From an optimization exercise on the open Yosys and OpenROAD flow, aimed at small area, a short achievable clock period and few clock cycles per item; shortcuts taken in it are not production practice.
No functional check of the RTL was part of any run shown here.
No activity file was given, so power comes from the tool's default toggle rates.

## flow/design.v (module list and top-level ports; edited modules follow where they fit)
// module output_fifo: 14 lines
// module power_tree_a: 732 lines
// module power_tree_b: 192 lines
// module output_ctrl: 91 lines
// module fft_computer: 70 lines
module fft_computer(
input        i_clk,
input        i_rst_n,
input        i_data_valid,
input [31:0] i_data,
output       o_data_ready,
output       o_data_valid,
output [31:0]o_data,
input        i_data_ready
);
  // ...
==> flow/flow/run.sh <==
#!/bin/bash
# The standard layout (standard.sh) at the same clock period, with
# timing repair aimed at a setup slack of SETUP_SLACK_MARGIN ns instead of 0
# and the port buffers started as buf_2 (repair may resize them).
set -euo pipefail
bash standard.sh SETUP_SLACK_MARGIN=7.00 "BUFFER_PORTS_ARGS=-buffer_cell sky130_fd_sc_hd__buf_2" finish > make.log 2>&1
==> flow/standard.sh <==
#!/bin/bash
# synth_recipe.tcl (not shown) runs the flow's synth.tcl, then flattens the netlist and writes it again
# the make line also repeats each setting of config.mk as NAME=value (left out here)
make -C /OpenROAD-flow-scripts/flow DESIGN_CONFIG=/design/flow/config.mk WORK_HOME=/design/flow/orfs CLKGATE_MAP_FILE= SYNTH_SCRIPT=/design/flow/synth_recipe.tcl "${@:-finish}"
==> flow/config.mk <==
export PLATFORM = sky130hd
export DESIGN_NAME = fft_computer
export DESIGN_NICKNAME = fft_computer
export VERILOG_FILES = /design/flow/design.v
export SDC_FILE = /design/flow/constraint.sdc
export NUM_CORES = 4
export LEC_CHECK = 0
export CAP_MARGIN = 20
export CORE_MARGIN = 2
export CORE_UTILIZATION = 60
export CTS_BUF_LIST = sky130_fd_sc_hd__clkbuf_16
export CTS_CLUSTER_DIAMETER = 80
export CTS_CLUSTER_SIZE = 36
export SLEW_MARGIN = 20
export SYNTH_MEMORY_MAX_BITS = 65536
==> flow/constraint.sdc <==
create_clock -name core_clock -period 10.0 [get_ports {i_clk}]
set_input_delay 2.0000 -clock core_clock [delete_from_list [all_inputs] [get_ports {i_clk}]]
set_output_delay 2.0000 -clock core_clock [all_outputs]
set_load 0.01 [all_outputs]
==> flow_summary_export.csv, run 1 <==
group,metric,value,unit
floorplanning,fp-row-count,110,
floorplanning,initial_core_util,60.4,%
floorplanning,die_w,305,um
global_routing,grt_first_pass_wirelength,130,mm
synthesis,synth_ff_type,"dfxtp_1",
final_layout,num-nonclk-inverters,257,
outcome,outcome,"finished clean",
floorplanning,num_tap_cells,1176,
synthesis,synth_seq_cells,2190,
critical_path,end_kind,"flop",
power,powerSeq,11.6,mW
cts,cts-htree-levels,3,
power,power.leakage,25.3,nW
place,routabilityCongestion,0.838,
hold_path,min_from,"store.sr[1938]$_DFF_P_",
power,internal_power,12.9,mW
final_layout,final_cell_area,60300,um2
detailed_routing,ant_nets,0,
final_layout,buffers_excl_clock,186,
synthesis,yosysMostFrequentCell,"dfxtp_1",
global_routing,grt_max_degree,38,
hold_path,worstHoldPathCells,0,
cts,clkLatencyLatePin,0.69,ns
final_layout,largest_reg_flops,2016,
power,largestPowerGroup,"sequential cells",
place,numPortBuffers,69,
global_routing,use_met2,28.0,%
power,power.density,275,nW/um2
critical_path,r2r_start,"x[13]$_SDFF_PN0_",
global_routing,grt_pass1_vias,23300,
critical_path,cp_num_buf_inv,5,
==> module power_tree_a, before the edit <==
module power_tree_a(
  input  [31:0] x,
  input  [31:0] p0,
  output [69:0] m
);
  wire pp1 = x[0] & x[1];
  wire pp2 = x[0] & x[2];
  wire pp3 = x[0] & x[3];
  wire pp4 = x[0] & x[4];
  wire pp5 = x[0] & x[5];
  wire pp6 = x[0] & x[6];
  wire pp7 = x[0] & x[7];
  wire pp8 = x[0] & x[8];
  wire pp9 = x[0] & x[9];
  wire pp10 = x[0] & x[10];
  wire pp11 = x[0] & x[11];
  wire pp12 = x[0] & x[12];
  wire pp13 = x[0] & x[13];
  wire pp14 = x[0] & x[14];
  wire pp15 = x[0] & x[15];
  wire pp16 = x[1] & x[2];
  wire pp17 = x[1] & x[3];
  wire pp18 = x[1] & x[4];
  wire pp19 = x[1] & x[5];
  wire pp20 = x[1] & x[6];
  wire pp21 = x[1] & x[7];
  wire pp22 = x[1] & x[8];
  wire pp23 = x[1] & x[9];
  wire pp24 = x[1] & x[10];
  wire pp25 = x[1] & x[11];
  wire pp26 = x[1] & x[12];
  wire pp27 = x[1] & x[13];
  wire pp28 = x[1] & x[14];
  wire pp29 = x[1] & x[15];
  wire pp30 = x[2] & x[3];
  wire pp31 = x[2] & x[4];
  wire pp32 = x[2] & x[5];
  wire pp33 = x[2] & x[6];
  wire pp34 = x[2] & x[7];
  wire pp35 = x[2] & x[8];
  wire pp36 = x[2] & x[9];
  wire pp37 = x[2] & x[10];
  wire pp38 = x[2] & x[11];
  wire pp39 = x[2] & x[12];
  wire pp40 = x[2] & x[13];
  wire pp41 = x[2] & x[14];
  wire pp42 = x[2] & x[15];
  wire pp43 = x[3] & x[4];
  wire pp44 = x[3] & x[5];
  wire pp45 = x[3] & x[6];
  wire pp46 = x[3] & x[7];
  wire pp47 = x[3] & x[8];
  wire pp48 = x[3] & x[9];
  wire pp49 = x[3] & x[10];
  wire pp50 = x[3] & x[11];
  wire pp51 = x[3] & x[12];
  wire pp52 = x[3] & x[13];
  wire pp53 = x[3] & x[14];
  wire pp54 = x[3] & x[15];
  wire pp55 = x[4] & x[5];
  wire pp56 = x[4] & x[6];
  wire pp57 = x[4] & x[7];
  wire pp58 = x[4] & x[8];
  wire pp59 = x[4] & x[9];
  wire pp60 = x[4] & x[10];
  wire pp61 = x[4] & x[11];
  wire pp62 = x[4] & x[12];
  wire pp63 = x[4] & x[13];
  wire pp64 = x[4] & x[14];
  wire pp65 = x[4] & x[15];
  wire pp66 = x[5] & x[6];
  wire pp67 = x[5] & x[7];
  wire pp68 = x[5] & x[8];
  wire pp69 = x[5] & x[9];
  wire pp70 = x[5] & x[10];
  wire pp71 = x[5] & x[11];
  wire pp72 = x[5] & x[12];
  wire pp73 = x[5] & x[13];
  wire pp74 = x[5] & x[14];
  wire pp75 = x[5] & x[15];
  wire pp76 = x[6] & x[7];
  wire pp77 = x[6] & x[8];
  wire pp78 = x[6] & x[9];
  wire pp79 = x[6] & x[10];
  wire pp80 = x[6] & x[11];
  wire pp81 = x[6] & x[12];
  wire pp82 = x[6] & x[13];
  wire pp83 = x[6] & x[14];
  wire pp84 = x[6] & x[15];
  wire pp85 = x[7] & x[8];
  wire pp86 = x[7] & x[9];
  wire pp87 = x[7] & x[10];
  wire pp88 = x[7] & x[11];
  wire pp89 = x[7] & x[12];
  wire pp90 = x[7] & x[13];
  wire pp91 = x[7] & x[14];
  wire pp92 = x[7] & x[15];
  wire pp93 = x[8] & x[9];
  wire pp94 = x[8] & x[10];
  wire pp95 = x[8] & x[11];
  wire pp96 = x[8] & x[12];
  wire pp97 = x[8] & x[13];
  wire pp98 = x[8] & x[14];
  wire pp99 = x[8] & x[15];
  wire pp100 = x[9] & x[10];
  wire pp101 = x[9] & x[11];
  wire pp102 = x[9] & x[12];
  wire pp103 = x[9] & x[13];
  wire pp104 = x[9] & x[14];
  wire pp105 = x[9] & x[15];
  wire pp106 = x[10] & x[11];
  wire pp107 = x[10] & x[12];
  wire pp108 = x[10] & x[13];
  wire pp109 = x[10] & x[14];
  wire pp110 = x[10] & x[15];
  wire pp111 = x[11] & x[12];
  wire pp112 = x[11] & x[13];
  wire pp113 = x[11] & x[14];
  wire pp114 = x[11] & x[15];
  wire pp115 = x[12] & x[13];
  wire pp116 = x[12] & x[14];
  wire pp117 = x[12] & x[15];
  wire pp118 = x[13] & x[14];
  wire pp119 = x[13] & x[15];
  wire pp120 = x[14] & x[15];
  wire pp121 = x[0] & x[16];
  wire pp122 = x[0] & x[17];
  wire pp123 = x[0] & x[18];
  wire pp124 = x[0] & x[19];
  wire pp125 = x[0] & x[20];
  wire pp126 = x[0] & x[21];
  wire pp127 = x[0] & x[22];
  wire pp128 = x[0] & x[23];
  wire pp129 = x[0] & x[24];
  wire pp130 = x[0] & x[25];
  wire pp131 = x[0] & x[26];
  wire pp132 = x[0] & x[27];
  wire pp133 = x[0] & x[28];
  wire pp134 = x[0] & x[29];
  wire pp135 = x[0] & x[30];
  wire pp136 = x[0] & x[31];
  wire pp137 = x[1] & x[16];
  wire pp138 = x[1] & x[17];
  wire pp139 = x[1] & x[18];
  wire pp140 = x[1] & x[19];
  wire pp141 = x[1] & x[20];
  wire pp142 = x[1] & x[21];
  wire pp143 = x[1] & x[22];
  wire pp144 = x[1] & x[23];
  wire pp145 = x[1] & x[24];
  wire pp146 = x[1] & x[25];
  wire pp147 = x[1] & x[26];
  wire pp148 = x[1] & x[27];
  wire pp149 = x[1] & x[28];
  wire pp150 = x[1] & x[29];
  wire pp151 = x[1] & x[30];
  wire pp152 = x[2] & x[16];
  wire pp153 = x[2] & x[17];
  wire pp154 = x[2] & x[18];
  wire pp155 = x[2] & x[19];
  wire pp156 = x[2] & x[20];
  wire pp157 = x[2] & x[21];
  wire pp158 = x[2] & x[22];
  wire pp159 = x[2] & x[23];
  wire pp160 = x[2] & x[24];
  wire pp161 = x[2] & x[25];
  wire pp162 = x[2] & x[26];
  wire pp163 = x[2] & x[27];
  wire pp164 = x[2] & x[28];
  wire pp165 = x[2] & x[29];
  wire pp166 = x[3] & x[16];
  wire pp167 = x[3] & x[17];
  wire pp168 = x[3] & x[18];
  wire pp169 = x[3] & x[19];
  wire pp170 = x[3] & x[20];
  wire pp171 = x[3] & x[21];
  wire pp172 = x[3] & x[22];
  wire pp173 = x[3] & x[23];
  wire pp174 = x[3] & x[24];
  wire pp175 = x[3] & x[25];
  wire pp176 = x[3] & x[26];
  wire pp177 = x[3] & x[27];
  wire pp178 = x[3] & x[28];
  wire pp179 = x[4] & x[16];
  wire pp180 = x[4] & x[17];
  wire pp181 = x[4] & x[18];
  wire pp182 = x[4] & x[19];
  wire pp183 = x[4] & x[20];
  wire pp184 = x[4] & x[21];
  wire pp185 = x[4] & x[22];
  wire pp186 = x[4] & x[23];
  wire pp187 = x[4] & x[24];
  wire pp188 = x[4] & x[25];
  wire pp189 = x[4] & x[26];
  wire pp190 = x[4] & x[27];
  wire pp191 = x[5] & x[16];
  wire pp192 = x[5] & x[17];
  wire pp193 = x[5] & x[18];
  wire pp194 = x[5] & x[19];
  wire pp195 = x[5] & x[20];
  wire pp196 = x[5] & x[21];
  wire pp197 = x[5] & x[22];
  wire pp198 = x[5] & x[23];
  wire pp199 = x[5] & x[24];
  wire pp200 = x[5] & x[25];
  wire pp201 = x[5] & x[26];
  wire pp202 = x[6] & x[16];
  wire pp203 = x[6] & x[17];
  wire pp204 = x[6] & x[18];
  wire pp205 = x[6] & x[19];
  wire pp206 = x[6] & x[20];
  wire pp207 = x[6] & x[21];
  wire pp208 = x[6] & x[22];
  wire pp209 = x[6] & x[23];
  wire pp210 = x[6] & x[24];
  wire pp211 = x[6] & x[25];
  wire pp212 = x[7] & x[16];
  wire pp213 = x[7] & x[17];
  wire pp214 = x[7] & x[18];
  wire pp215 = x[7] & x[19];
  wire pp216 = x[7] & x[20];
  wire pp217 = x[7] & x[21];
  wire pp218 = x[7] & x[22];
  wire pp219 = x[7] & x[23];
  wire pp220 = x[7] & x[24];
  wire pp221 = x[8] & x[16];
  wire pp222 = x[8] & x[17];
  wire pp223 = x[8] & x[18];
  wire pp224 = x[8] & x[19];
  wire pp225 = x[8] & x[20];
  wire pp226 = x[8] & x[21];
  wire pp227 = x[8] & x[22];
  wire pp228 = x[8] & x[23];
  wire pp229 = x[9] & x[16];
  wire pp230 = x[9] & x[17];
  wire pp231 = x[9] & x[18];
  wire pp232 = x[9] & x[19];
  wire pp233 = x[9] & x[20];
  wire pp234 = x[9] & x[21];
  wire pp235 = x[9] & x[22];
  wire pp236 = x[10] & x[16];
  wire pp237 = x[10] & x[17];
  wire pp238 = x[10] & x[18];
  wire pp239 = x[10] & x[19];
  wire pp240 = x[10] & x[20];
  wire pp241 = x[10] & x[21];
  wire pp242 = x[11] & x[16];
  wire pp243 = x[11] & x[17];
  wire pp244 = x[11] & x[18];
  wire pp245 = x[11] & x[19];
  wire pp246 = x[11] & x[20];
  wire pp247 = x[12] & x[16];
  wire pp248 = x[12] & x[17];
  wire pp249 = x[12] & x[18];
  wire pp250 = x[12] & x[19];
  wire pp251 = x[13] & x[16];
  wire pp252 = x[13] & x[17];
  wire pp253 = x[13] & x[18];
  wire pp254 = x[14] & x[16];
  wire pp255 = x[14] & x[17];
  wire pp256 = x[15] & x[16];
  wire s257 = x[11] ^ pp84;
  wire c258 = x[11] & pp84;
  wire s259 = pp92 ^ pp98;
  wire c260 = pp92 & pp98;
  wire s261 = x[12] ^ pp99 ^ pp104;
  wire c262 = (x[12] & pp99) | (x[12] & pp104) | (pp99 & pp104);
  wire s263 = pp108 ^ pp111;
  wire c264 = pp108 & pp111;
  wire s265 = pp105 ^ pp109 ^ pp112;
  wire c266 = (pp105 & pp109) | (pp105 & pp112) | (pp109 & pp112);
  wire s267 = pp130 ^ pp145;
  wire c268 = pp130 & pp145;
  wire s269 = x[13] ^ pp110 ^ pp113;
  wire c270 = (x[13] & pp110) | (x[13] & pp113) | (pp110 & pp113);
  wire s271 = pp115 ^ pp131 ^ pp146;
  wire c272 = (pp115 & pp131) | (pp115 & pp146) | (pp131 & pp146);
  wire s273 = pp160 ^ pp173;
  wire c274 = pp160 & pp173;
  wire s275 = pp114 ^ pp116 ^ pp132;
  wire c276 = (pp114 & pp116) | (pp114 & pp132) | (pp116 & pp132);
  wire s277 = pp147 ^ pp161 ^ pp174;
  wire c278 = (pp147 & pp161) | (pp147 & pp174) | (pp161 & pp174);
  wire s279 = pp186 ^ pp197;
  wire c280 = pp186 & pp197;
  wire s281 = x[14] ^ pp117 ^ pp118;
  wire c282 = (x[14] & pp117) | (x[14] & pp118) | (pp117 & pp118);
  wire s283 = pp133 ^ pp148 ^ pp162;
  wire c284 = (pp133 & pp148) | (pp133 & pp162) | (pp148 & pp162);
  wire s285 = pp175 ^ pp187 ^ pp198;
  wire c286 = (pp175 & pp187) | (pp175 & pp198) | (pp187 & pp198);
  wire s287 = pp208 ^ pp217;
  wire c288 = pp208 & pp217;
  wire s289 = pp119 ^ pp134 ^ pp149;
  wire c290 = (pp119 & pp134) | (pp119 & pp149) | (pp134 & pp149);
  wire s291 = pp163 ^ pp176 ^ pp188;
  wire c292 = (pp163 & pp176) | (pp163 & pp188) | (pp176 & pp188);
  wire s293 = pp199 ^ pp209 ^ pp218;
  wire c294 = (pp199 & pp209) | (pp199 & pp218) | (pp209 & pp218);
  wire s295 = pp226 ^ pp233;
  wire c296 = pp226 & pp233;
  wire s297 = x[15] ^ pp120 ^ pp135;
  wire c298 = (x[15] & pp120) | (x[15] & pp135) | (pp120 & pp135);
  wire s299 = pp150 ^ pp164 ^ pp177;
  wire c300 = (pp150 & pp164) | (pp150 & pp177) | (pp164 & pp177);
  wire s301 = pp189 ^ pp200 ^ pp210;
  wire c302 = (pp189 & pp200) | (pp189 & pp210) | (pp200 & pp210);
  wire s303 = pp219 ^ pp227 ^ pp234;
  wire c304 = (pp219 & pp227) | (pp219 & pp234) | (pp227 & pp234);
  wire s305 = pp240 ^ pp245;
  wire c306 = pp240 & pp245;
  wire s307 = pp136 ^ pp151 ^ pp165;
  wire s308 = pp178 ^ pp190 ^ pp201;
  wire s309 = pp211 ^ pp220 ^ pp228;
  wire s310 = pp235 ^ pp241 ^ pp246;
  wire s311 = pp250 ^ pp253;
  wire s312 = x[8] ^ pp15 ^ pp28;
  wire c313 = (x[8] & pp15) | (x[8] & pp28) | (pp15 & pp28);
  wire s314 = pp29 ^ pp41 ^ pp52;
  wire c315 = (pp29 & pp41) | (pp29 & pp52) | (pp41 & pp52);
  wire s316 = x[9] ^ pp42 ^ pp53;
  wire c317 = (x[9] & pp42) | (x[9] & pp53) | (pp42 & pp53);
  wire s318 = pp63 ^ pp72 ^ pp80;
  wire c319 = (pp63 & pp72) | (pp63 & pp80) | (pp72 & pp80);
  wire s320 = pp54 ^ pp64 ^ pp73;
  wire c321 = (pp54 & pp64) | (pp54 & pp73) | (pp64 & pp73);
  wire s322 = pp81 ^ pp88 ^ pp94;
  wire c323 = (pp81 & pp88) | (pp81 & pp94) | (pp88 & pp94);
  wire s324 = x[10] ^ pp65 ^ pp74;
  wire c325 = (x[10] & pp65) | (x[10] & pp74) | (pp65 & pp74);
  wire s326 = pp82 ^ pp89 ^ pp95;
  wire c327 = (pp82 & pp89) | (pp82 & pp95) | (pp89 & pp95);
  wire s328 = pp100 ^ pp125 ^ pp140;
  wire c329 = (pp100 & pp125) | (pp100 & pp140) | (pp125 & pp140);
  wire s330 = pp75 ^ pp83 ^ pp90;
  wire c331 = (pp75 & pp83) | (pp75 & pp90) | (pp83 & pp90);
  wire s332 = pp96 ^ pp101 ^ pp126;
  wire c333 = (pp96 & pp101) | (pp96 & pp126) | (pp101 & pp126);
  wire s334 = pp141 ^ pp155 ^ pp168;
  wire c335 = (pp141 & pp155) | (pp141 & pp168) | (pp155 & pp168);
  wire s336 = pp91 ^ pp97 ^ pp102;
  wire c337 = (pp91 & pp97) | (pp91 & pp102) | (pp97 & pp102);
  wire s338 = pp106 ^ pp127 ^ pp142;
  wire c339 = (pp106 & pp127) | (pp106 & pp142) | (pp127 & pp142);
  wire s340 = pp156 ^ pp169 ^ pp181;
  wire c341 = (pp156 & pp169) | (pp156 & pp181) | (pp169 & pp181);
  wire s342 = pp192 ^ pp202;
  wire c343 = pp192 & pp202;
  wire s344 = pp103 ^ pp107 ^ pp128;
  wire c345 = (pp103 & pp107) | (pp103 & pp128) | (pp107 & pp128);
  wire s346 = pp143 ^ pp157 ^ pp170;
  wire c347 = (pp143 & pp157) | (pp143 & pp170) | (pp157 & pp170);
  wire s348 = pp182 ^ pp193 ^ pp203;
  wire c349 = (pp182 & pp193) | (pp182 & pp203) | (pp193 & pp203);
  wire s350 = pp212 ^ p0[23] ^ c258;
  wire c351 = (pp212 & p0[23]) | (pp212 & c258) | (p0[23] & c258);
  wire s352 = pp129 ^ pp144 ^ pp158;
  wire c353 = (pp129 & pp144) | (pp129 & pp158) | (pp144 & pp158);
  wire s354 = pp171 ^ pp183 ^ pp194;
  wire c355 = (pp171 & pp183) | (pp171 & pp194) | (pp183 & pp194);
  wire s356 = pp204 ^ pp213 ^ pp221;
  wire c357 = (pp204 & pp213) | (pp204 & pp221) | (pp213 & pp221);
  wire s358 = p0[24] ^ c260 ^ s261;
  wire c359 = (p0[24] & c260) | (p0[24] & s261) | (c260 & s261);
  wire s360 = pp159 ^ pp172 ^ pp184;
  wire c361 = (pp159 & pp172) | (pp159 & pp184) | (pp172 & pp184);
  wire s362 = pp195 ^ pp205 ^ pp214;
  wire c363 = (pp195 & pp205) | (pp195 & pp214) | (pp205 & pp214);
  wire s364 = pp222 ^ pp229 ^ p0[25];
  wire c365 = (pp222 & pp229) | (pp222 & p0[25]) | (pp229 & p0[25]);
  wire s366 = c262 ^ c264 ^ s265;
  wire c367 = (c262 & c264) | (c262 & s265) | (c264 & s265);
  wire s368 = pp185 ^ pp196 ^ pp206;
  wire c369 = (pp185 & pp196) | (pp185 & pp206) | (pp196 & pp206);
  wire s370 = pp215 ^ pp223 ^ pp230;
  wire c371 = (pp215 & pp223) | (pp215 & pp230) | (pp223 & pp230);
  wire s372 = pp236 ^ p0[26] ^ c266;
  wire c373 = (pp236 & p0[26]) | (pp236 & c266) | (p0[26] & c266);
  wire s374 = c268 ^ s269 ^ s271;
  wire c375 = (c268 & s269) | (c268 & s271) | (s269 & s271);
  wire s376 = pp207 ^ pp216 ^ pp224;
  wire c377 = (pp207 & pp216) | (pp207 & pp224) | (pp216 & pp224);
  wire s378 = pp231 ^ pp237 ^ pp242;
  wire c379 = (pp231 & pp237) | (pp231 & pp242) | (pp237 & pp242);
  wire s380 = p0[27] ^ c270 ^ c272;
  wire c381 = (p0[27] & c270) | (p0[27] & c272) | (c270 & c272);
  wire s382 = c274 ^ s275 ^ s277;
  wire c383 = (c274 & s275) | (c274 & s277) | (s275 & s277);
  wire s384 = pp225 ^ pp232 ^ pp238;
  wire c385 = (pp225 & pp232) | (pp225 & pp238) | (pp232 & pp238);
  wire s386 = pp243 ^ pp247 ^ p0[28];
  wire c387 = (pp243 & pp247) | (pp243 & p0[28]) | (pp247 & p0[28]);
  wire s388 = c276 ^ c278 ^ c280;
  wire c389 = (c276 & c278) | (c276 & c280) | (c278 & c280);
  wire s390 = s281 ^ s283 ^ s285;
  wire c391 = (s281 & s283) | (s281 & s285) | (s283 & s285);
  wire s392 = pp239 ^ pp244 ^ pp248;
  wire c393 = (pp239 & pp244) | (pp239 & pp248) | (pp244 & pp248);
  wire s394 = pp251 ^ p0[29] ^ c282;
  wire c395 = (pp251 & p0[29]) | (pp251 & c282) | (p0[29] & c282);
  wire s396 = c284 ^ c286 ^ c288;
  wire c397 = (c284 & c286) | (c284 & c288) | (c286 & c288);
  wire s398 = s289 ^ s291 ^ s293;
  wire c399 = (s289 & s291) | (s289 & s293) | (s291 & s293);
  wire s400 = pp249 ^ pp252 ^ pp254;
  wire c401 = (pp249 & pp252) | (pp249 & pp254) | (pp252 & pp254);
  wire s402 = p0[30] ^ c290 ^ c292;
  wire c403 = (p0[30] & c290) | (p0[30] & c292) | (c290 & c292);
  wire s404 = c294 ^ c296 ^ s297;
  wire c405 = (c294 & c296) | (c294 & s297) | (c296 & s297);
  wire s406 = s299 ^ s301 ^ s303;
  wire c407 = (s299 & s301) | (s299 & s303) | (s301 & s303);
  wire s408 = pp255 ^ pp256 ^ p0[31];
  wire s409 = c298 ^ c300 ^ c302;
  wire s410 = c304 ^ c306 ^ s307;
  wire s411 = s308 ^ s309 ^ s310;
  wire s412 = x[5] ^ pp9;
  wire c413 = x[5] & pp9;
  wire s414 = pp10 ^ pp23;
  wire c415 = pp10 & pp23;
  wire s416 = x[6] ^ pp11 ^ pp24;
  wire c417 = (x[6] & pp11) | (x[6] & pp24) | (pp11 & pp24);
  wire s418 = pp36 ^ pp47;
  wire c419 = pp36 & pp47;
  wire s420 = pp12 ^ pp25 ^ pp37;
  wire c421 = (pp12 & pp25) | (pp12 & pp37) | (pp25 & pp37);
  wire s422 = pp48 ^ pp58;
  wire c423 = pp48 & pp58;
  wire s424 = x[7] ^ pp13 ^ pp26;
  wire c425 = (x[7] & pp13) | (x[7] & pp26) | (pp13 & pp26);
  wire s426 = pp38 ^ pp49 ^ pp59;
  wire c427 = (pp38 & pp49) | (pp38 & pp59) | (pp49 & pp59);
  wire s428 = pp68 ^ pp76;
  wire c429 = pp68 & pp76;
  wire s430 = pp14 ^ pp27 ^ pp39;
  wire c431 = (pp14 & pp27) | (pp14 & pp39) | (pp27 & pp39);
  wire s432 = pp50 ^ pp60 ^ pp69;
  wire c433 = (pp50 & pp60) | (pp50 & pp69) | (pp60 & pp69);
  wire s434 = pp77 ^ p0[15];
  wire c435 = pp77 & p0[15];
  wire s436 = pp40 ^ pp51 ^ pp61;
  wire c437 = (pp40 & pp51) | (pp40 & pp61) | (pp51 & pp61);
  wire s438 = pp70 ^ pp78 ^ pp85;
  wire c439 = (pp70 & pp78) | (pp70 & pp85) | (pp78 & pp85);
  wire s440 = pp121 ^ p0[16] ^ s312;
  wire c441 = (pp121 & p0[16]) | (pp121 & s312) | (p0[16] & s312);
  wire s442 = pp62 ^ pp71 ^ pp79;
  wire c443 = (pp62 & pp71) | (pp62 & pp79) | (pp71 & pp79);
  wire s444 = pp86 ^ pp122 ^ pp137;
  wire c445 = (pp86 & pp122) | (pp86 & pp137) | (pp122 & pp137);
  wire s446 = p0[17] ^ c313 ^ s314;
  wire c447 = (p0[17] & c313) | (p0[17] & s314) | (c313 & s314);
  wire s448 = pp87 ^ pp93 ^ pp123;
  wire c449 = (pp87 & pp93) | (pp87 & pp123) | (pp93 & pp123);
  wire s450 = pp138 ^ pp152 ^ p0[18];
  wire c451 = (pp138 & pp152) | (pp138 & p0[18]) | (pp152 & p0[18]);
  wire s452 = c315 ^ s316 ^ s318;
  wire c453 = (c315 & s316) | (c315 & s318) | (s316 & s318);
  wire s454 = pp124 ^ pp139 ^ pp153;
  wire c455 = (pp124 & pp139) | (pp124 & pp153) | (pp139 & pp153);
  wire s456 = pp166 ^ p0[19] ^ c317;
  wire c457 = (pp166 & p0[19]) | (pp166 & c317) | (p0[19] & c317);
  wire s458 = c319 ^ s320 ^ s322;
  wire c459 = (c319 & s320) | (c319 & s322) | (s320 & s322);
  wire s460 = pp154 ^ pp167 ^ pp179;
  wire c461 = (pp154 & pp167) | (pp154 & pp179) | (pp167 & pp179);
  wire s462 = p0[20] ^ c321 ^ c323;
  wire c463 = (p0[20] & c321) | (p0[20] & c323) | (c321 & c323);
  wire s464 = s324 ^ s326 ^ s328;
  wire c465 = (s324 & s326) | (s324 & s328) | (s326 & s328);
  wire s466 = pp180 ^ pp191 ^ p0[21];
  wire c467 = (pp180 & pp191) | (pp180 & p0[21]) | (pp191 & p0[21]);
  wire s468 = c325 ^ c327 ^ c329;
  wire c469 = (c325 & c327) | (c325 & c329) | (c327 & c329);
  wire s470 = s330 ^ s332 ^ s334;
  wire c471 = (s330 & s332) | (s330 & s334) | (s332 & s334);
  wire s472 = p0[22] ^ c331 ^ c333;
  wire c473 = (p0[22] & c331) | (p0[22] & c333) | (c331 & c333);
  wire s474 = c335 ^ s336 ^ s338;
  wire c475 = (c335 & s336) | (c335 & s338) | (s336 & s338);
  wire s476 = s340 ^ s342 ^ s257;
  wire c477 = (s340 & s342) | (s340 & s257) | (s342 & s257);
  wire s478 = c337 ^ c339 ^ c341;
  wire c479 = (c337 & c339) | (c337 & c341) | (c339 & c341);
  wire s480 = c343 ^ s344 ^ s346;
  wire c481 = (c343 & s344) | (c343 & s346) | (s344 & s346);
  wire s482 = s348 ^ s259 ^ s350;
  wire c483 = (s348 & s259) | (s348 & s350) | (s259 & s350);
  wire s484 = c345 ^ c347 ^ c349;
  wire c485 = (c345 & c347) | (c345 & c349) | (c347 & c349);
  wire s486 = s352 ^ s354 ^ s356;
  wire c487 = (s352 & s354) | (s352 & s356) | (s354 & s356);
  wire s488 = s263 ^ c351 ^ s358;
  wire c489 = (s263 & c351) | (s263 & s358) | (c351 & s358);
  wire s490 = c353 ^ c355 ^ c357;
  wire c491 = (c353 & c355) | (c353 & c357) | (c355 & c357);
  wire s492 = s360 ^ s362 ^ s364;
  wire c493 = (s360 & s362) | (s360 & s364) | (s362 & s364);
  wire s494 = s267 ^ c359 ^ s366;
  wire c495 = (s267 & c359) | (s267 & s366) | (c359 & s366);
  wire s496 = c361 ^ c363 ^ c365;
  wire c497 = (c361 & c363) | (c361 & c365) | (c363 & c365);
  wire s498 = s368 ^ s370 ^ s273;
  wire c499 = (s368 & s370) | (s368 & s273) | (s370 & s273);
  wire s500 = c367 ^ s372 ^ s374;
  wire c501 = (c367 & s372) | (c367 & s374) | (s372 & s374);
  wire s502 = c369 ^ c371 ^ s376;
  wire c503 = (c369 & c371) | (c369 & s376) | (c371 & s376);
  wire s504 = s378 ^ s279 ^ c373;
  wire c505 = (s378 & s279) | (s378 & c373) | (s279 & c373);
  wire s506 = c375 ^ s380 ^ s382;
  wire c507 = (c375 & s380) | (c375 & s382) | (s380 & s382);
  wire s508 = c377 ^ c379 ^ s384;
  wire c509 = (c377 & c379) | (c377 & s384) | (c379 & s384);
  wire s510 = s386 ^ s287 ^ c381;
  wire c511 = (s386 & s287) | (s386 & c381) | (s287 & c381);
  wire s512 = c383 ^ s388 ^ s390;
  wire c513 = (c383 & s388) | (c383 & s390) | (s388 & s390);
  wire s514 = c385 ^ c387 ^ s392;
  wire c515 = (c385 & c387) | (c385 & s392) | (c387 & s392);
  wire s516 = s295 ^ c389 ^ c391;
  wire c517 = (s295 & c389) | (s295 & c391) | (c389 & c391);
  wire s518 = s394 ^ s396 ^ s398;
  wire c519 = (s394 & s396) | (s394 & s398) | (s396 & s398);
  wire s520 = c393 ^ s400 ^ s305;
  wire c521 = (c393 & s400) | (c393 & s305) | (s400 & s305);
  wire s522 = c395 ^ c397 ^ c399;
  wire c523 = (c395 & c397) | (c395 & c399) | (c397 & c399);
  wire s524 = s402 ^ s404 ^ s406;
  wire c525 = (s402 & s404) | (s402 & s406) | (s404 & s406);
  wire s526 = c401 ^ s408 ^ s311;
  wire s527 = c403 ^ c405 ^ c407;
  wire s528 = s409 ^ s410 ^ s411;
  wire s529 = x[3] ^ pp5;
  wire c530 = x[3] & pp5;
  wire s531 = pp6 ^ pp19;
  wire c532 = pp6 & pp19;
  wire s533 = x[4] ^ pp7 ^ pp20;
  wire c534 = (x[4] & pp7) | (x[4] & pp20) | (pp7 & pp20);
  wire s535 = pp32 ^ pp43;
  wire c536 = pp32 & pp43;
  wire s537 = pp8 ^ pp21 ^ pp33;
  wire c538 = (pp8 & pp21) | (pp8 & pp33) | (pp21 & pp33);
  wire s539 = pp44 ^ p0[9];
  wire c540 = pp44 & p0[9];
  wire s541 = pp22 ^ pp34 ^ pp45;
  wire c542 = (pp22 & pp34) | (pp22 & pp45) | (pp34 & pp45);
  wire s543 = pp55 ^ p0[10] ^ s412;
  wire c544 = (pp55 & p0[10]) | (pp55 & s412) | (p0[10] & s412);
  wire s545 = pp35 ^ pp46 ^ pp56;
  wire c546 = (pp35 & pp46) | (pp35 & pp56) | (pp46 & pp56);
  wire s547 = p0[11] ^ c413 ^ s414;
  wire c548 = (p0[11] & c413) | (p0[11] & s414) | (c413 & s414);
  wire s549 = pp57 ^ pp66 ^ p0[12];
  wire c550 = (pp57 & pp66) | (pp57 & p0[12]) | (pp66 & p0[12]);
  wire s551 = c415 ^ s416 ^ s418;
  wire c552 = (c415 & s416) | (c415 & s418) | (s416 & s418);
  wire s553 = pp67 ^ p0[13] ^ c417;
  wire c554 = (pp67 & p0[13]) | (pp67 & c417) | (p0[13] & c417);
  wire s555 = c419 ^ s420 ^ s422;
  wire c556 = (c419 & s420) | (c419 & s422) | (s420 & s422);
  wire s557 = p0[14] ^ c421 ^ c423;
  wire c558 = (p0[14] & c421) | (p0[14] & c423) | (c421 & c423);
  wire s559 = s424 ^ s426 ^ s428;
  wire c560 = (s424 & s426) | (s424 & s428) | (s426 & s428);
  wire s561 = c425 ^ c427 ^ c429;
  wire c562 = (c425 & c427) | (c425 & c429) | (c427 & c429);
  wire s563 = s430 ^ s432 ^ s434;
  wire c564 = (s430 & s432) | (s430 & s434) | (s432 & s434);
  wire s565 = c431 ^ c433 ^ c435;
  wire c566 = (c431 & c433) | (c431 & c435) | (c433 & c435);
  wire s567 = s436 ^ s438 ^ s440;
  wire c568 = (s436 & s438) | (s436 & s440) | (s438 & s440);
  wire s569 = c437 ^ c439 ^ s442;
  wire c570 = (c437 & c439) | (c437 & s442) | (c439 & s442);
  wire s571 = s444 ^ c441 ^ s446;
  wire c572 = (s444 & c441) | (s444 & s446) | (c441 & s446);
  wire s573 = c443 ^ c445 ^ s448;
  wire c574 = (c443 & c445) | (c443 & s448) | (c445 & s448);
  wire s575 = s450 ^ c447 ^ s452;
  wire c576 = (s450 & c447) | (s450 & s452) | (c447 & s452);
  wire s577 = c449 ^ c451 ^ s454;
  wire c578 = (c449 & c451) | (c449 & s454) | (c451 & s454);
  wire s579 = c453 ^ s456 ^ s458;
  wire c580 = (c453 & s456) | (c453 & s458) | (s456 & s458);
  wire s581 = c455 ^ s460 ^ c457;
  wire c582 = (c455 & s460) | (c455 & c457) | (s460 & c457);
  wire s583 = c459 ^ s462 ^ s464;
  wire c584 = (c459 & s462) | (c459 & s464) | (s462 & s464);
  wire s585 = c461 ^ s466 ^ c463;
  wire c586 = (c461 & s466) | (c461 & c463) | (s466 & c463);
  wire s587 = c465 ^ s468 ^ s470;
  wire c588 = (c465 & s468) | (c465 & s470) | (s468 & s470);
  wire s589 = c467 ^ c469 ^ c471;
  wire c590 = (c467 & c469) | (c467 & c471) | (c469 & c471);
  wire s591 = s472 ^ s474 ^ s476;
  wire c592 = (s472 & s474) | (s472 & s476) | (s474 & s476);
  wire s593 = c473 ^ c475 ^ c477;
  wire c594 = (c473 & c475) | (c473 & c477) | (c475 & c477);
  wire s595 = s478 ^ s480 ^ s482;
  wire c596 = (s478 & s480) | (s478 & s482) | (s480 & s482);
  wire s597 = c479 ^ c481 ^ s484;
  wire c598 = (c479 & c481) | (c479 & s484) | (c481 & s484);
  wire s599 = s486 ^ c483 ^ s488;
  wire c600 = (s486 & c483) | (s486 & s488) | (c483 & s488);
  wire s601 = c485 ^ c487 ^ s490;
  wire c602 = (c485 & c487) | (c485 & s490) | (c487 & s490);
  wire s603 = s492 ^ c489 ^ s494;
  wire c604 = (s492 & c489) | (s492 & s494) | (c489 & s494);
  wire s605 = c491 ^ c493 ^ s496;
  wire c606 = (c491 & c493) | (c491 & s496) | (c493 & s496);
  wire s607 = s498 ^ c495 ^ s500;
  wire c608 = (s498 & c495) | (s498 & s500) | (c495 & s500);
  wire s609 = c497 ^ c499 ^ s502;
  wire c610 = (c497 & c499) | (c497 & s502) | (c499 & s502);
  wire s611 = c501 ^ s504 ^ s506;
  wire c612 = (c501 & s504) | (c501 & s506) | (s504 & s506);
  wire s613 = c503 ^ s508 ^ c505;
  wire c614 = (c503 & s508) | (c503 & c505) | (s508 & c505);
  wire s615 = c507 ^ s510 ^ s512;
  wire c616 = (c507 & s510) | (c507 & s512) | (s510 & s512);
  wire s617 = c509 ^ s514 ^ c511;
  wire c618 = (c509 & s514) | (c509 & c511) | (s514 & c511);
  wire s619 = c513 ^ s516 ^ s518;
  wire c620 = (c513 & s516) | (c513 & s518) | (s516 & s518);
  wire s621 = c515 ^ s520 ^ c517;
  wire c622 = (c515 & s520) | (c515 & c517) | (s520 & c517);
  wire s623 = c519 ^ s522 ^ s524;
  wire c624 = (c519 & s522) | (c519 & s524) | (s522 & s524);
  wire s625 = c521 ^ s526 ^ c523;
  wire s626 = c525 ^ s527 ^ s528;
  wire s627 = x[2] ^ pp3;
  wire c628 = x[2] & pp3;
  wire s629 = pp4 ^ pp17;
  wire c630 = pp4 & pp17;
  wire s631 = pp18 ^ pp30 ^ p0[6];
  wire c632 = (pp18 & pp30) | (pp18 & p0[6]) | (pp30 & p0[6]);
  wire s633 = pp31 ^ p0[7] ^ c530;
  wire c634 = (pp31 & p0[7]) | (pp31 & c530) | (p0[7] & c530);
  wire s635 = p0[8] ^ c532 ^ s533;
  wire c636 = (p0[8] & c532) | (p0[8] & s533) | (c532 & s533);
  wire s637 = c534 ^ c536 ^ s537;
  wire c638 = (c534 & c536) | (c534 & s537) | (c536 & s537);
  wire s639 = c538 ^ c540 ^ s541;
  wire c640 = (c538 & c540) | (c538 & s541) | (c540 & s541);
  wire s641 = c542 ^ s545 ^ c544;
  wire c642 = (c542 & s545) | (c542 & c544) | (s545 & c544);
  wire s643 = c546 ^ s549 ^ c548;
  wire c644 = (c546 & s549) | (c546 & c548) | (s549 & c548);
  wire s645 = c550 ^ c552 ^ s553;
  wire c646 = (c550 & c552) | (c550 & s553) | (c552 & s553);
  wire s647 = c554 ^ c556 ^ s557;
  wire c648 = (c554 & c556) | (c554 & s557) | (c556 & s557);
  wire s649 = c558 ^ c560 ^ s561;
  wire c650 = (c558 & c560) | (c558 & s561) | (c560 & s561);
  wire s651 = c562 ^ c564 ^ s565;
  wire c652 = (c562 & c564) | (c562 & s565) | (c564 & s565);
  wire s653 = c566 ^ s569 ^ c568;
  wire c654 = (c566 & s569) | (c566 & c568) | (s569 & c568);
  wire s655 = c570 ^ s573 ^ c572;
  wire c656 = (c570 & s573) | (c570 & c572) | (s573 & c572);
  wire s657 = c574 ^ s577 ^ c576;
  wire c658 = (c574 & s577) | (c574 & c576) | (s577 & c576);
  wire s659 = c578 ^ c580 ^ s581;
  wire c660 = (c578 & c580) | (c578 & s581) | (c580 & s581);
  wire s661 = c582 ^ c584 ^ s585;
  wire c662 = (c582 & c584) | (c582 & s585) | (c584 & s585);
  wire s663 = c586 ^ c588 ^ s589;
  wire c664 = (c586 & c588) | (c586 & s589) | (c588 & s589);
  wire s665 = c590 ^ c592 ^ s593;
  wire c666 = (c590 & c592) | (c590 & s593) | (c592 & s593);
  wire s667 = c594 ^ s597 ^ c596;
  wire c668 = (c594 & s597) | (c594 & c596) | (s597 & c596);
  wire s669 = c598 ^ s601 ^ c600;
  wire c670 = (c598 & s601) | (c598 & c600) | (s601 & c600);
  wire s671 = c602 ^ s605 ^ c604;
  wire c672 = (c602 & s605) | (c602 & c604) | (s605 & c604);
  wire s673 = c606 ^ s609 ^ c608;
  wire c674 = (c606 & s609) | (c606 & c608) | (s609 & c608);
  wire s675 = c610 ^ c612 ^ s613;
  wire c676 = (c610 & c612) | (c610 & s613) | (c612 & s613);
  wire s677 = c614 ^ c616 ^ s617;
  wire c678 = (c614 & c616) | (c614 & s617) | (c616 & s617);
  wire s679 = c618 ^ c620 ^ s621;
  wire c680 = (c618 & c620) | (c618 & s621) | (c620 & s621);
  wire s681 = c622 ^ c624 ^ s625;
  wire s682 = x[1] ^ pp1 ^ p0[2];
  wire c683 = (x[1] & pp1) | (x[1] & p0[2]) | (pp1 & p0[2]);
  wire s684 = pp2 ^ p0[3] ^ c683;
  wire c685 = (pp2 & p0[3]) | (pp2 & c683) | (p0[3] & c683);
  wire s686 = pp16 ^ p0[4] ^ s627;
  wire c687 = (pp16 & p0[4]) | (pp16 & s627) | (p0[4] & s627);
  wire s688 = p0[5] ^ c628 ^ s629;
  wire c689 = (p0[5] & c628) | (p0[5] & s629) | (c628 & s629);
  wire s690 = c630 ^ s631 ^ s529;
  wire c691 = (c630 & s631) | (c630 & s529) | (s631 & s529);
  wire s692 = c632 ^ s531 ^ s633;
  wire c693 = (c632 & s531) | (c632 & s633) | (s531 & s633);
  wire s694 = s535 ^ c634 ^ s635;
  wire c695 = (s535 & c634) | (s535 & s635) | (c634 & s635);
  wire s696 = s539 ^ c636 ^ s637;
  wire c697 = (s539 & c636) | (s539 & s637) | (c636 & s637);
  wire s698 = c638 ^ s639 ^ s543;
  wire c699 = (c638 & s639) | (c638 & s543) | (s639 & s543);
  wire s700 = c640 ^ s547 ^ s641;
  wire c701 = (c640 & s547) | (c640 & s641) | (s547 & s641);
  wire s702 = s551 ^ c642 ^ s643;
  wire c703 = (s551 & c642) | (s551 & s643) | (c642 & s643);
  wire s704 = s555 ^ c644 ^ s645;
  wire c705 = (s555 & c644) | (s555 & s645) | (c644 & s645);
  wire s706 = s559 ^ c646 ^ s647;
  wire c707 = (s559 & c646) | (s559 & s647) | (c646 & s647);
  wire s708 = s563 ^ c648 ^ s649;
  wire c709 = (s563 & c648) | (s563 & s649) | (c648 & s649);
  wire s710 = c650 ^ s651 ^ s567;
  wire c711 = (c650 & s651) | (c650 & s567) | (s651 & s567);
  wire s712 = c652 ^ s571 ^ s653;
  wire c713 = (c652 & s571) | (c652 & s653) | (s571 & s653);
  wire s714 = s575 ^ c654 ^ s655;
  wire c715 = (s575 & c654) | (s575 & s655) | (c654 & s655);
  wire s716 = s579 ^ c656 ^ s657;
  wire c717 = (s579 & c656) | (s579 & s657) | (c656 & s657);
  wire s718 = s583 ^ c658 ^ s659;
  wire c719 = (s583 & c658) | (s583 & s659) | (c658 & s659);
  wire s720 = s587 ^ c660 ^ s661;
  wire c721 = (s587 & c660) | (s587 & s661) | (c660 & s661);
  wire s722 = s591 ^ c662 ^ s663;
  wire c723 = (s591 & c662) | (s591 & s663) | (c662 & s663);
  wire s724 = c664 ^ s665 ^ s595;
  wire c725 = (c664 & s665) | (c664 & s595) | (s665 & s595);
  assign m = {s626, s681, c680, s623, s679, c678, s619, s677, c676, s615, s675, c674, s611, s673, c672, s607, s671, c670, s603, s669, c668, c725, s599, s667, c666, s724, c723, s722, c721, s720, c719, s718, c717, s716, c715, s714, c713, s712, c711, s710, c709, s708, c707, s706, c705, s704, c703, s702, c701, s700, c699, s698, c697, s696, c695, s694, c693, s692, c691, s690, c689, s688, c687, s686, c685, s684, s682, p0[1], p0[0], x[0]};
endmodule
==> module fft_computer, before the edit <==
module fft_computer(
input        i_clk,
input        i_rst_n,
input        i_data_valid,
input [31:0] i_data,
output       o_data_ready,
output       o_data_valid,
output [31:0]o_data,
input        i_data_ready
);
localparam MW = 70;      
wire        acc, win, ld;
wire [31:0] tap, head, sum;
wire [MW-1:0] m_d;
reg  [31:0]   x;         
reg           v1, w1;
reg  [MW-1:0] m;         
reg           v2, w2;
reg  [31:0]   out_r;
output_ctrl ctrl (
    .i_clk(i_clk),
    .i_rst_n(i_rst_n),
    .i_data_valid(i_data_valid),
    .o_data_ready(o_data_ready),
    .o_acc(acc),
    .o_win(win),
    .o_ld(ld),
    .o_data_valid(o_data_valid),
    .i_data_ready(i_data_ready),
    .i_wr_sum(v2 & w2)
);
power_tree_a tree_a (
    .x(x),
    .p0((v1 & ~w1) ? 32'd0 : tap),
    .m(m_d)
);
power_tree_b tree_b (
    .m(m),
    .p(sum)
);
output_fifo store (
    .i_clk(i_clk),
    .i_wr_data(sum),
    .o_tap_pre(tap),
    .o_head(head)
);
always @(posedge i_clk)
begin
    x  <= {i_data[31:16], acc ? i_data[15:0] : 16'd0};
    w1 <= win;
    m  <= m_d;
    w2 <= w1;
    if(ld)
        out_r <= head;
end
always @(posedge i_clk)
begin
    if(!i_rst_n)
    begin
        v1 <= 1'b0;
        v2 <= 1'b0;
    end
    else
    begin
        v1 <= acc;
        v2 <= v1;
    end
end
assign o_data = out_r;
endmodule
==> inputs of run 2 (changes only) <==
--- a/flow/design.v
+++ b/flow/design.v
@@ -17,3 +17,3 @@
   input  [31:0] p0,
-  output [69:0] m
+  output [91:0] m
 );
@@ -700,111 +700,115 @@
   wire s681 = c622 ^ c624 ^ s625;
-  wire s682 = x[1] ^ pp1 ^ p0[2];
-  wire c683 = (x[1] & pp1) | (x[1] & p0[2]) | (pp1 & p0[2]);
-  wire s684 = pp2 ^ p0[3] ^ c683;
-  wire c685 = (pp2 & p0[3]) | (pp2 & c683) | (p0[3] & c683);
-  wire s686 = pp16 ^ p0[4] ^ s627;
-  wire c687 = (pp16 & p0[4]) | (pp16 & s627) | (p0[4] & s627);
-  wire s688 = p0[5] ^ c628 ^ s629;
-  wire c689 = (p0[5] & c628) | (p0[5] & s629) | (c628 & s629);
-  wire s690 = c630 ^ s631 ^ s529;
-  wire c691 = (c630 & s631) | (c630 & s529) | (s631 & s529);
-  wire s692 = c632 ^ s531 ^ s633;
-  wire c693 = (c632 & s531) | (c632 & s633) | (s531 & s633);
-  wire s694 = s535 ^ c634 ^ s635;
-  wire c695 = (s535 & c634) | (s535 & s635) | (c634 & s635);
-  wire s696 = s539 ^ c636 ^ s637;
-  wire c697 = (s539 & c636) | (s539 & s637) | (c636 & s637);
-  wire s698 = c638 ^ s639 ^ s543;
-  wire c699 = (c638 & s639) | (c638 & s543) | (s639 & s543);
-  wire s700 = c640 ^ s547 ^ s641;
-  wire c701 = (c640 & s547) | (c640 & s641) | (s547 & s641);
-  wire s702 = s551 ^ c642 ^ s643;
-  wire c703 = (s551 & c642) | (s551 & s643) | (c642 & s643);
-  wire s704 = s555 ^ c644 ^ s645;
-  wire c705 = (s555 & c644) | (s555 & s645) | (c644 & s645);
-  wire s706 = s559 ^ c646 ^ s647;
-  wire c707 = (s559 & c646) | (s559 & s647) | (c646 & s647);
-  wire s708 = s563 ^ c648 ^ s649;
-  wire c709 = (s563 & c648) | (s563 & s649) | (c648 & s649);
-  wire s710 = c650 ^ s651 ^ s567;
-  wire c711 = (c650 & s651) | (c650 & s567) | (s651 & s567);
-  wire s712 = c652 ^ s571 ^ s653;
-  wire c713 = (c652 & s571) | (c652 & s653) | (s571 & s653);
-  wire s714 = s575 ^ c654 ^ s655;
-  wire c715 = (s575 & c654) | (s575 & s655) | (c654 & s655);
-  wire s716 = s579 ^ c656 ^ s657;
-  wire c717 = (s579 & c656) | (s579 & s657) | (c656 & s657);
-  wire s718 = s583 ^ c658 ^ s659;
-  wire c719 = (s583 & c658) | (s583 & s659) | (c658 & s659);
-  wire s720 = s587 ^ c660 ^ s661;
-  wire c721 = (s587 & c660) | (s587 & s661) | (c660 & s661);
-  wire s722 = s591 ^ c662 ^ s663;
-  wire c723 = (s591 & c662) | (s591 & s663) | (c662 & s663);
-  wire s724 = c664 ^ s665 ^ s595;
-  wire c725 = (c664 & s665) | (c664 & s595) | (s665 & s595);
-  assign m = {s626, s681, c680, s623, s679, c678, s619, s677, c676, s615, s675, c674, s611, s673, c672, s607, s671, c670, s603, s669, c668, c725, s599, s667, c666, s724, c723, s722, c721, s720, c719, s718, c717, s716, c715, s714, c713, s712, c711, s710, c709, s708, c707, s706, c705, s704, c703, s702, c701, s700, c699, s698, c697, s696, c695, s694, c693, s692, c691, s690, c689, s688, c687, s686, c685, s684, s682, p0[1], p0[0], x[0]};
+  assign m = {s626, s681, c680, s623, s679, c678, s619, s677, c676, s615, s675, c674, s611, s673, c672, s607, s671, c670, s603, s669, c668, s599, s667, c666, s595, s665, c664, s591, s663, c662, s587, s661, c660, s583, s659, c658, s579, s657, c656, s575, s655, c654, s571, s653, c652, s567, s651, c650, s563, s649, c648, s559, s647, c646, s555, s645, c644, s551, s643, c642, s547, s641, c640, s543, s639, c638, s539, s637, c636, s535, s635, c634, s531, s633, c632, s529, s631, c630, p0[5], s629, c628, p0[4], pp16, s627, p0[3], pp2, p0[2], pp1, x[1], p0[1], p0[0], x[0]};
 endmodule
 module power_tree_b(
-  input  [69:0] m,
+  input  [91:0] m,
   output [31:0] p
 );
-  wire s726 = m[45] ^ m[46] ^ m[47];
-  wire c727 = (m[45] & m[46]) | (m[45] & m[47]) | (m[46] & m[47]);
-  wire s728 = m[49] ^ m[50] ^ m[51];
-  wire c729 = (m[49] & m[50]) | (m[49] & m[51]) | (m[50] & m[51]);
-  wire s730 = m[52] ^ m[53] ^ m[54];
-  wire c731 = (m[52] & m[53]) | (m[52] & m[54]) | (m[53] & m[54]);
-  wire s732 = m[55] ^ m[56] ^ m[57];
-  wire c733 = (m[55] & m[56]) | (m[55] & m[57]) | (m[56] & m[57]);
-  wire s734 = m[58] ^ m[59] ^ m[60];
-  wire c735 = (m[58] & m[59]) | (m[58] & m[60]) | (m[59] & m[60]);
-  wire s736 = m[61] ^ m[62] ^ m[63];
-  wire c737 = (m[61] & m[62]) | (m[61] & m[63]) | (m[62] & m[63]);
-  wire s738 = m[64] ^ m[65] ^ m[66];
-  wire c739 = (m[64] & m[65]) | (m[64] & m[66]) | (m[65] & m[66]);
-  wire s740 = m[67] ^ m[68] ^ m[69];
+  wire s682 = m[3] ^ m[4];
+  wire c683 = m[3] & m[4];
+  wire s684 = m[6] ^ m[7];
+  wire c685 = m[6] & m[7];
+  wire s686 = m[8] ^ m[9] ^ m[10];
+  wire c687 = (m[8] & m[9]) | (m[8] & m[10]) | (m[9] & m[10]);
+  wire s688 = m[11] ^ m[12] ^ m[13];
+  wire c689 = (m[11] & m[12]) | (m[11] & m[13]) | (m[12] & m[13]);
+  wire s690 = m[14] ^ m[15] ^ m[16];
+  wire c691 = (m[14] & m[15]) | (m[14] & m[16]) | (m[15] & m[16]);
+  wire s692 = m[17] ^ m[18] ^ m[19];
+  wire c693 = (m[17] & m[18]) | (m[17] & m[19]) | (m[18] & m[19]);
+  wire s694 = m[20] ^ m[21] ^ m[22];
+  wire c695 = (m[20] & m[21]) | (m[20] & m[22]) | (m[21] & m[22]);
+  wire s696 = m[23] ^ m[24] ^ m[25];
+  wire c697 = (m[23] & m[24]) | (m[23] & m[25]) | (m[24] & m[25]);
+  wire s698 = m[26] ^ m[27] ^ m[28];
+  wire c699 = (m[26] & m[27]) | (m[26] & m[28]) | (m[27] & m[28]);
+  wire s700 = m[29] ^ m[30] ^ m[31];
+  wire c701 = (m[29] & m[30]) | (m[29] & m[31]) | (m[30] & m[31]);
+  wire s702 = m[32] ^ m[33] ^ m[34];
+  wire c703 = (m[32] & m[33]) | (m[32] & m[34]) | (m[33] & m[34]);
+  wire s704 = m[35] ^ m[36] ^ m[37];
+  wire c705 = (m[35] & m[36]) | (m[35] & m[37]) | (m[36] & m[37]);
+  wire s706 = m[38] ^ m[39] ^ m[40];
+  wire c707 = (m[38] & m[39]) | (m[38] & m[40]) | (m[39] & m[40]);
+  wire s708 = m[41] ^ m[42] ^ m[43];
+  wire c709 = (m[41] & m[42]) | (m[41] & m[43]) | (m[42] & m[43]);
+  wire s710 = m[44] ^ m[45] ^ m[46];
+  wire c711 = (m[44] & m[45]) | (m[44] & m[46]) | (m[45] & m[46]);
+  wire s712 = m[47] ^ m[48] ^ m[49];
+  wire c713 = (m[47] & m[48]) | (m[47] & m[49]) | (m[48] & m[49]);
+  wire s714 = m[50] ^ m[51] ^ m[52];
+  wire c715 = (m[50] & m[51]) | (m[50] & m[52]) | (m[51] & m[52]);
+  wire s716 = m[53] ^ m[54] ^ m[55];
+  wire c717 = (m[53] & m[54]) | (m[53] & m[55]) | (m[54] & m[55]);
+  wire s718 = m[56] ^ m[57] ^ m[58];
+  wire c719 = (m[56] & m[57]) | (m[56] & m[58]) | (m[57] & m[58]);
+  wire s720 = m[59] ^ m[60] ^ m[61];
+  wire c721 = (m[59] & m[60]) | (m[59] & m[61]) | (m[60] & m[61]);
+  wire s722 = m[62] ^ m[63] ^ m[64];
+  wire c723 = (m[62] & m[63]) | (m[62] & m[64]) | (m[63] & m[64]);
+  wire s724 = m[65] ^ m[66] ^ m[67];
+  wire c725 = (m[65] & m[66]) | (m[65] & m[67]) | (m[66] & m[67]);
+  wire s726 = m[68] ^ m[69] ^ m[70];
+  wire c727 = (m[68] & m[69]) | (m[68] & m[70]) | (m[69] & m[70]);
+  wire s728 = m[71] ^ m[72] ^ m[73];
+  wire c729 = (m[71] & m[72]) | (m[71] & m[73]) | (m[72] & m[73]);
+  wire s730 = m[74] ^ m[75] ^ m[76];
+  wire c731 = (m[74] & m[75]) | (m[74] & m[76]) | (m[75] & m[76]);
+  wire s732 = m[77] ^ m[78] ^ m[79];
+  wire c733 = (m[77] & m[78]) | (m[77] & m[79]) | (m[78] & m[79]);
+  wire s734 = m[80] ^ m[81] ^ m[82];
+  wire c735 = (m[80] & m[81]) | (m[80] & m[82]) | (m[81] & m[82]);
+  wire s736 = m[83] ^ m[84] ^ m[85];
+  wire c737 = (m[83] & m[84]) | (m[83] & m[85]) | (m[84] & m[85]);
+  wire s738 = m[86] ^ m[87] ^ m[88];
+  wire c739 = (m[86] & m[87]) | (m[86] & m[88]) | (m[87] & m[88]);
+  wire s740 = m[89] ^ m[90] ^ m[91];
   wire g0_0 = m[0] & m[1];
   wire p0_0 = m[0] ^ m[1];
-  wire g0_4 = m[5] & m[6];
-  wire p0_4 = m[5] ^ m[6];
-  wire g0_5 = m[7] & m[8];
-  wire p0_5 = m[7] ^ m[8];
-  wire g0_6 = m[9] & m[10];
-  wire p0_6 = m[9] ^ m[10];
-  wire g0_7 = m[11] & m[12];
-  wire p0_7 = m[11] ^ m[12];
-  wire g0_8 = m[13] & m[14];
-  wire p0_8 = m[13] ^ m[14];
-  wire g0_9 = m[15] & m[16];
-  wire p0_9 = m[15] ^ m[16];
-  wire g0_10 = m[17] & m[18];
-  wire p0_10 = m[17] ^ m[18];
-  wire g0_11 = m[19] & m[20];
-  wire p0_11 = m[19] ^ m[20];
-  wire g0_12 = m[21] & m[22];
-  wire p0_12 = m[21] ^ m[22];
-  wire g0_13 = m[23] & m[24];
-  wire p0_13 = m[23] ^ m[24];
-  wire g0_14 = m[25] & m[26];
-  wire p0_14 = m[25] ^ m[26];
-  wire g0_15 = m[27] & m[28];
-  wire p0_15 = m[27] ^ m[28];
-  wire g0_16 = m[29] & m[30];
-  wire p0_16 = m[29] ^ m[30];
-  wire g0_17 = m[31] & m[32];
-  wire p0_17 = m[31] ^ m[32];
-  wire g0_18 = m[33] & m[34];
-  wire p0_18 = m[33] ^ m[34];
-  wire g0_19 = m[35] & m[36];
-  wire p0_19 = m[35] ^ m[36];
-  wire g0_20 = m[37] & m[38];
-  wire p0_20 = m[37] ^ m[38];
-  wire g0_21 = m[39] & m[40];
-  wire p0_21 = m[39] ^ m[40];
-  wire g0_22 = m[41] & m[42];
-  wire p0_22 = m[41] ^ m[42];
-  wire g0_23 = m[43] & m[44];
-  wire p0_23 = m[43] ^ m[44];
-  wire g0_24 = s726 & m[48];
-  wire p0_24 = s726 ^ m[48];
+  wire g0_2 = s682 & m[5];
+  wire p0_2 = s682 ^ m[5];
+  wire g0_3 = c683 & s684;
+  wire p0_3 = c683 ^ s684;
+  wire g0_4 = c685 & s686;
+  wire p0_4 = c685 ^ s686;
+  wire g0_5 = c687 & s688;
+  wire p0_5 = c687 ^ s688;
+  wire g0_6 = c689 & s690;
+  wire p0_6 = c689 ^ s690;
+  wire g0_7 = c691 & s692;
+  wire p0_7 = c691 ^ s692;
+  wire g0_8 = c693 & s694;
+  wire p0_8 = c693 ^ s694;
+  wire g0_9 = c695 & s696;
+  wire p0_9 = c695 ^ s696;
+  wire g0_10 = c697 & s698;
+  wire p0_10 = c697 ^ s698;
+  wire g0_11 = c699 & s700;
+  wire p0_11 = c699 ^ s700;
+  wire g0_12 = c701 & s702;
+  wire p0_12 = c701 ^ s702;
+  wire g0_13 = c703 & s704;
+  wire p0_13 = c703 ^ s704;
+  wire g0_14 = c705 & s706;
+  wire p0_14 = c705 ^ s706;
+  wire g0_15 = c707 & s708;
+  wire p0_15 = c707 ^ s708;
+  wire g0_16 = c709 & s710;
+  wire p0_16 = c709 ^ s710;
+  wire g0_17 = c711 & s712;
+  wire p0_17 = c711 ^ s712;
+  wire g0_18 = c713 & s714;
+  wire p0_18 = c713 ^ s714;
+  wire g0_19 = c715 & s716;
+  wire p0_19 = c715 ^ s716;
+  wire g0_20 = c717 & s718;
+  wire p0_20 = c717 ^ s718;
+  wire g0_21 = c719 & s720;
+  wire p0_21 = c719 ^ s720;
+  wire g0_22 = c721 & s722;
+  wire p0_22 = c721 ^ s722;
+  wire g0_23 = c723 & s724;
+  wire p0_23 = c723 ^ s724;
+  wire g0_24 = c725 & s726;
+  wire p0_24 = c725 ^ s726;
   wire g0_25 = c727 & s728;
@@ -825,3 +829,4 @@
   wire Pu0_1 = m[2] & p0_0;
-  wire Pu0_3 = m[4] & m[3];
+  wire Gu0_3 = g0_3 | (p0_3 & g0_2);
+  wire Pu0_3 = p0_3 & p0_2;
   wire Gu0_5 = g0_5 | (p0_5 & g0_4);
@@ -854,3 +859,3 @@
   wire Pu0_31 = p0_31 & p0_30;
-  wire Gu1_3 = Pu0_3 & Gu0_1;
+  wire Gu1_3 = Gu0_3 | (Pu0_3 & Gu0_1);
   wire Pu1_3 = Pu0_3 & Pu0_1;
@@ -906,4 +911,4 @@
   wire Pd7_29 = Pu0_29 & Pd6_27;
-  wire Gd8_2 = m[3] & Gu0_1;
-  wire Pd8_2 = m[3] & Pu0_1;
+  wire Gd8_2 = g0_2 | (p0_2 & Gu0_1);
+  wire Pd8_2 = p0_2 & Pu0_1;
   wire Gd8_4 = g0_4 | (p0_4 & Gu1_3);
@@ -936,3 +941,3 @@
   wire Pd8_30 = p0_30 & Pd7_29;
-  assign p = {(p0_31 ^ Gd8_30), (p0_30 ^ Gd7_29), (p0_29 ^ Gd8_28), (p0_28 ^ Gd6_27), (p0_27 ^ Gd8_26), (p0_26 ^ Gd7_25), (p0_25 ^ Gd8_24), (p0_24 ^ Gd5_23), (p0_23 ^ Gd8_22), (p0_22 ^ Gd7_21), (p0_21 ^ Gd8_20), (p0_20 ^ Gd6_19), (p0_19 ^ Gd8_18), (p0_18 ^ Gd7_17), (p0_17 ^ Gd8_16), (p0_16 ^ Gu3_15), (p0_15 ^ Gd8_14), (p0_14 ^ Gd7_13), (p0_13 ^ Gd8_12), (p0_12 ^ Gd6_11), (p0_11 ^ Gd8_10), (p0_10 ^ Gd7_9), (p0_9 ^ Gd8_8), (p0_8 ^ Gu2_7), (p0_7 ^ Gd8_6), (p0_6 ^ Gd7_5), (p0_5 ^ Gd8_4), (p0_4 ^ Gu1_3), (m[4] ^ Gd8_2), (m[3] ^ Gu0_1), (m[2] ^ g0_0), p0_0};
+  assign p = {(p0_31 ^ Gd8_30), (p0_30 ^ Gd7_29), (p0_29 ^ Gd8_28), (p0_28 ^ Gd6_27), (p0_27 ^ Gd8_26), (p0_26 ^ Gd7_25), (p0_25 ^ Gd8_24), (p0_24 ^ Gd5_23), (p0_23 ^ Gd8_22), (p0_22 ^ Gd7_21), (p0_21 ^ Gd8_20), (p0_20 ^ Gd6_19), (p0_19 ^ Gd8_18), (p0_18 ^ Gd7_17), (p0_17 ^ Gd8_16), (p0_16 ^ Gu3_15), (p0_15 ^ Gd8_14), (p0_14 ^ Gd7_13), (p0_13 ^ Gd8_12), (p0_12 ^ Gd6_11), (p0_11 ^ Gd8_10), (p0_10 ^ Gd7_9), (p0_9 ^ Gd8_8), (p0_8 ^ Gu2_7), (p0_7 ^ Gd8_6), (p0_6 ^ Gd7_5), (p0_5 ^ Gd8_4), (p0_4 ^ Gu1_3), (p0_3 ^ Gd8_2), (p0_2 ^ Gu0_1), (m[2] ^ g0_0), p0_0};
 endmodule
@@ -1039,3 +1044,3 @@
 );
-localparam MW = 70;      
+localparam MW = 92;      
 wire        acc, win, ld;
--- a/flow/flow/run.sh
+++ b/flow/flow/run.sh
@@ -5,2 +5,2 @@
 set -euo pipefail
-bash standard.sh SETUP_SLACK_MARGIN=7.00 "BUFFER_PORTS_ARGS=-buffer_cell sky130_fd_sc_hd__buf_2" finish > make.log 2>&1
+bash standard.sh SETUP_SLACK_MARGIN=7.0 "BUFFER_PORTS_ARGS=-buffer_cell sky130_fd_sc_hd__buf_2" finish > make.log 2>&1
==> flow_summary_export.csv, run 2 <==
group,metric,value,unit
sta,rsz0062_at_grt,"yes",
global_routing,overflow,0,
detailed_routing,dr.pass1.iters,5,
sta,worstMarginPinSlew,0.778,ns
sta,finalSetupViolations,0,
floorplanning,core_area,90300,um2
synthesis,netlist_area,54900,um2
place,routabilityCongestion,0.805,
sta,worst_slack,6.71,ns
critical_path,cp_num_buf_inv,3,
power,power,16.6,mW
synthesis,syn_area_per_cell,16.0,um2
critical_path,end_kind,"flop",
flow_run,maxCapViolCount,0,
cts,cts-htree-levels,3,
sta,slew_violations,0,
detailed_routing,routed_wl,77.5,mm
critical_path,startpoint_type,"flop",
sta,min_period_over_period,32.9,%
synthesis,synth_ff_type,"dfxtp_1",
final_layout,largest-register,"store.sr",
synthesis,ys_seq_area_share,81.3,%
floorplanning,die_w,306,um
global_routing,grt_max_degree,38,
final_layout,final_cell_area,60200,um2
cts,cts_root_buffer,"clkbuf_16",
global_routing,grt_pass1_vias,22700,
synthesis,yosys-top-cells-count,"2180 x dfxtp_1, 259 x inv_1, 223 x fa_1",
floorplanning,initial_core_util,60.8,%
final_layout,largest_reg_flops,2016,
cts,tritoncts,"built",
critical_path,critPathKind,"flop to flop",
floorplanning,fp-row-count,110,
final_layout,final_layout_size_suffix_gt1_share,11.1,%
synthesis,ys_async_sr_fraction,0,%
place,pre_cts_ws,6.12,ns
place,place_inst,4628,
sta,finalCriticalPeriod,3.29,ns
critical_path,slowest_stage,"fa_1",
cts,cts_hold_buf,0,
final_layout,nets,3944,
final_layout,reg_top3,"store.sr: 2016 flops, m: 92 flops",
power,power.density,277,nW/um2
detailed_routing,wl_per_cell,16.1,um
global_routing,track_usage,17.1,%
synthesis,ys_warn_count,3,
sta,fin_tns_setup,0,ns
global_routing,grt_first_pass_wirelength,125,mm
outcome,outcome,"finished clean",
detailed_routing,remaining_drc_errors,0,
cts,clk_pin_slew,0.11,ns
cts,clkLatencyLatePin,0.66,ns
synthesis,synth_seq_cells,2212,
detailed_routing,vias,21700,
critical_path,worst_path_dominant_cell_family,"adder cells",
critical_path,worstPathRequired,10.56,ns
synthesis,synth_area_leaders,"dfxtp_1 80%, fa_1 8.1%, and2_1 2.3%, ha_1 1.9%, inv_1 1.8%",
detailed_routing,ant_nets,0,
place,numPortBuffers,69,
synthesis,yosysMostFrequentCell,"dfxtp_1",
synthesis,synth_nets,3774,
sta,hold_viol,0,
cts,cts_buffer_depth,3,
sta,max_freq,304,MHz
global_routing,antenna_found_initial,9,
critical_path,critPathMaxStageDelay,0.50,ns
hold_path,worst_hold_path_type,"flop to flop",
power,vdd_drop_max,0.266,mV
power,power.leakage,25.6,nW
floorplanning,die_area,93900,um2
sta,holdWs,0.318,ns
## run 2: cell types whose count changed after synthesis, moves of 9 or more
cell      delta
and2_1      +53
dfxtp_1     +22
a21boi_0     -9
nand2_1     -56
a21oi_1     +12
## run 2: worst paths after layout
check,from,endpoint,slack [ns],cells after the start
setup / recovery,x[6]$_SDFF_PN0_,m[90]$_DFF_P_,6.71,12
hold / removal,store.sr[1942]$_DFF_P_,store.sr[1974]$_DFF_P_,0.32,0
setup reg to reg,x[6]$_SDFF_PN0_,m[90]$_DFF_P_,6.71,12
hold reg to reg,store.sr[1942]$_DFF_P_,store.sr[1974]$_DFF_P_,0.32,0
## run 2: where the power goes
group	switching, mW	internal, mW	leakage (nW)
clock	2.43	1.47	1.14
combinational	0.591	0.453	6.07
sequential	0.599	11.1	18.4
## run 2: cell type report
cell class	count	area, um2
Antenna cell	2	5.00
Fill cell	6315	30100
Tap cell	1176	1470
Sequential cell	2212	44700
Multi-Input combinational cell	907	9600
Inverter	259	987
Clock inverter	29	322
Clock buffer	77	1930
Timing Repair Buffer	144	1190
## run 2: what timing repair did
action,CTS,global route
setup buffers,55,14
endpoints found under the setup margin,87,76
pin swaps,32,26
cloned,1,0
gates resized for setup,132,83
## run 2: routing by layer
metal	wire length (um)	share of wire, %	vias up	GRT usage (%)
li1	-	-	10700	-
met1	39000	50	10600	25.8
met2	33500	43	311	25.6
met3	3270	4.2	104	3.10
met4	1680	2.2	0	4.64
met5	0	0	-	0
## run 2: cells by family (layout without fill, tap and decap cells)
group | count (synthesis) | after routing | share of synthesized area, %
DFF | 2212 | 2212 | 81.3
and+or+nand+nor | 431 | 431 | 4.16
buffers and inverters | 311 | 509 | 2.13
adders and majority gates | 308 | 308 | 10.1
AOI/OAI and AO/OA | 86 | 86 | 1.03
xor gates and xnor gates | 80 | 80 | 1.28
muxes | 2 | 2 | 0.0388
other | 0 | 2 | 0
## run 2: worst reg2reg max path, stage by stage (launching register included)
cell,delay [ns]
dfxtp_4,0.37
buf_12,0.12
and2_4,0.13
fa_1,0.47
inv_1,0.05
fa_1,0.50
inv_1,0.05
fa_1,0.50
fa_2,0.38
xnor2_2,0.18
xnor2_1,0.15
xnor2_1,0.15
xnor2_1,0.14

==> port drivers added, routing unchanged <==
The results above use ideal ports. As a check the final layouts listed here were re-extracted and re-timed, cells and wires unchanged.
Step 1, drivers: a clkbuf_16 drives i_clk and a buf_2 each remaining input, both assumed.
Step 2, shift: input delay + t, output delay - t, t = (earliest + latest rising clock arrival at the registers) / 2. This alone moves slack from input paths to output paths.
Three values: no drivers, after step 1, after step 2; two values: the first two.
run | t, ns | slack for setup (ns)
run 1 | 0.738 | 6.656 / 6.630 / 6.452
run 2 | 0.707 | 6.714 / 6.669 / 6.410
After both steps setup and hold are still met in every run listed.
